Source: an optimization exercise on an open RTL-to-GDS flow (aim: small area). Production flows keep margins and buffers that such runs may drop.
Only simulation tests tie the RTL to the original design; equivalence was not proved.
No activity file was given, so power comes from the tool's default toggle rates.

Setup of before:
==> flow/design.v (excerpt) <==
module top(
    input wire clk,
    input wire rst,
    input wire set_password,
    input wire enter,
    input wire test,
    input wire [3:0] row,
    output wire [3:0] col,
    output wire [7:0] led_en,
    output wire led_ca,
    output wire led_cb,
    output wire led_cc,
    output wire led_cd,
    output wire led_ce,
    output wire led_cf,
    output wire led_cg,
    output wire led_dp,
    output wire gled0,
    output wire gled1,
    output wire rled0,
    output wire rled1,
    output wire rled2
);
Size in the first run: roughly 230 cells after synthesis, about 65 flip-flops, roughly 34 I/O pins, ~2500 um2 of cells after synthesis.
Settings: LEC_CHECK=0, CAP_MARGIN=0, CORE_MARGIN=2, CORE_UTILIZATION=40, SLEW_MARGIN=0; clock period 10.0 ns.
standard.sh (not shown) runs the stock make flow with config.mk's settings and CLKGATE_MAP_FILE= SYNTH_SCRIPT=/design/flow/synth_recipe.tcl, a recipe that flattens the netlist after the stock synthesis.
==> flow/flow/run.sh <==
#!/bin/bash
# Own layout flow: the standard flow (standard.sh) with
#  - synthesis as standard (same script, same registers), except that the
#    combinational logic is not pre-mapped to half/full adder cells
#    (extract_fa skipped) and is mapped by an area-oriented ABC script
#    (flow/area.abc) instead of the speed script,
#  - buf_1 cells as the port buffers,
#  - a clock tree of clkbuf_4 cells without dummy loads.
# Each tool's output goes to its log under orfs/logs; make's output to make_finish.log.
set -euo pipefail
W=$(pwd)
cat > "$W/own_synth.tcl" <<EOF2
proc abc {args} {
  set i [lsearch -exact \$args -script]
  lset args [expr {\$i + 1}] $W/flow/area.abc
  set j [lsearch -exact \$args -D]
  if {\$j >= 0} { lset args [expr {\$j + 1}] 100000 }
  yosys abc {*}\$args
}
proc extract_fa {args} { puts "own flow: extract_fa skipped" }
source $W/synth_recipe.tcl
EOF2
bash standard.sh \
  SYNTH_SCRIPT="$W/own_synth.tcl" \
  BUFFER_PORTS_ARGS="-buffer_cell sky130_fd_sc_hd__buf_1" \
  CTS_ARGS="-sink_clustering_enable -repair_clock_nets -dont_use_dummy_load -buf_list sky130_fd_sc_hd__clkbuf_4" \
  finish > make_finish.log 2>&1
==> flow/flow/area.abc <==
strash
balance -l
resub -K 6 -l
rewrite -l
resub -K 6 -N 2 -l
refactor -l
resub -K 8 -l
balance -l
resub -K 8 -N 2 -l
rewrite -l
resub -K 10 -l
rewrite -z -l
resub -K 10 -N 2 -l
balance -l
resub -K 12 -l
refactor -z -l
resub -K 12 -N 2 -l
rewrite -z -l
balance -l
balance -l
resub -K 6 -l
rewrite -l
resub -K 6 -N 2 -l
refactor -l
resub -K 8 -l
balance -l
resub -K 8 -N 2 -l
rewrite -l
resub -K 10 -l
rewrite -z -l
resub -K 10 -N 2 -l
balance -l
resub -K 12 -l
refactor -z -l
resub -K 12 -N 2 -l
rewrite -z -l
balance -l
&get -n
&dch -f
&nf -R 1000
&put
balance -l
resub -K 6 -l
rewrite -l
resub -K 6 -N 2 -l
refactor -l
resub -K 8 -l
balance -l
resub -K 8 -N 2 -l
rewrite -l
resub -K 10 -l
rewrite -z -l
resub -K 10 -N 2 -l
balance -l
resub -K 12 -l
refactor -z -l
resub -K 12 -N 2 -l
rewrite -z -l
balance -l
balance -l
resub -K 6 -l
rewrite -l
resub -K 6 -N 2 -l
refactor -l
resub -K 8 -l
balance -l
resub -K 8 -N 2 -l
rewrite -l
resub -K 10 -l
rewrite -z -l
resub -K 10 -N 2 -l
balance -l
resub -K 12 -l
refactor -z -l
resub -K 12 -N 2 -l
rewrite -z -l
balance -l
&get -n
&dch -f
&nf -R 1000
&put
&get -n
&dch -f
&nf -R 1000
&put
[inputs] after vs before
- GPL_TIMING_DRIVEN newly set to 0
- SLEW_MARGIN changed from 0 to 20
- CAP_MARGIN changed from 0 to 20
Results
- No stage failed in after, and the final checks on the layout all came back clean.
- before: all stages complete, timing, DRC and antenna checks passed
- Cmp after and before / layout-stage area growth over the synthesis result / lower: before
- Where half-perimeter wire length of the detailed placement result is concerned, before is better than after.
- Measured against each other, after and before differ in number of filler instances in the final layout, the higher figure coming from after.
- Headroom to the max-slew limit (after over before): increase, 5.2 points
- Relative to before, setup slack decreased by 0.12 ns in after.
- after vs before: final design instance area without fill up
- Between before and after, the clock distribution area overhead in the final layout figures differ only marginally.
- Compared with before, in after total power flat; worst setup slack before clock tree synthesis shows a reduction of 0.049 ns; number of vias per cell has decreased.

[separate check: timing with driven ports]
No port has a modelled driver above. Below, the same layouts with a new extraction and two added sets of constraints.
Step 1, drivers: a clkbuf_16 drives clk and a buf_2 each remaining input, both assumed.
Step 2 adds t to the input delays and takes it off the output delays; t is the mean of the earliest and latest rising clock arrival at the registers after step 1. Input paths then give back, and output paths get back, about the clock's delay inside the block.
a / b / c = ideal / step 1 / step 2; a / b = the first two.
run	shift t [ns]	setup WS [ns]	worst setup path after step 2
before	0.396	6.098 / 6.073 / 6.469	register to output
after	0.414	5.978 / 5.954 / 6.368	register to output
After both steps every run listed still meets setup and hold.
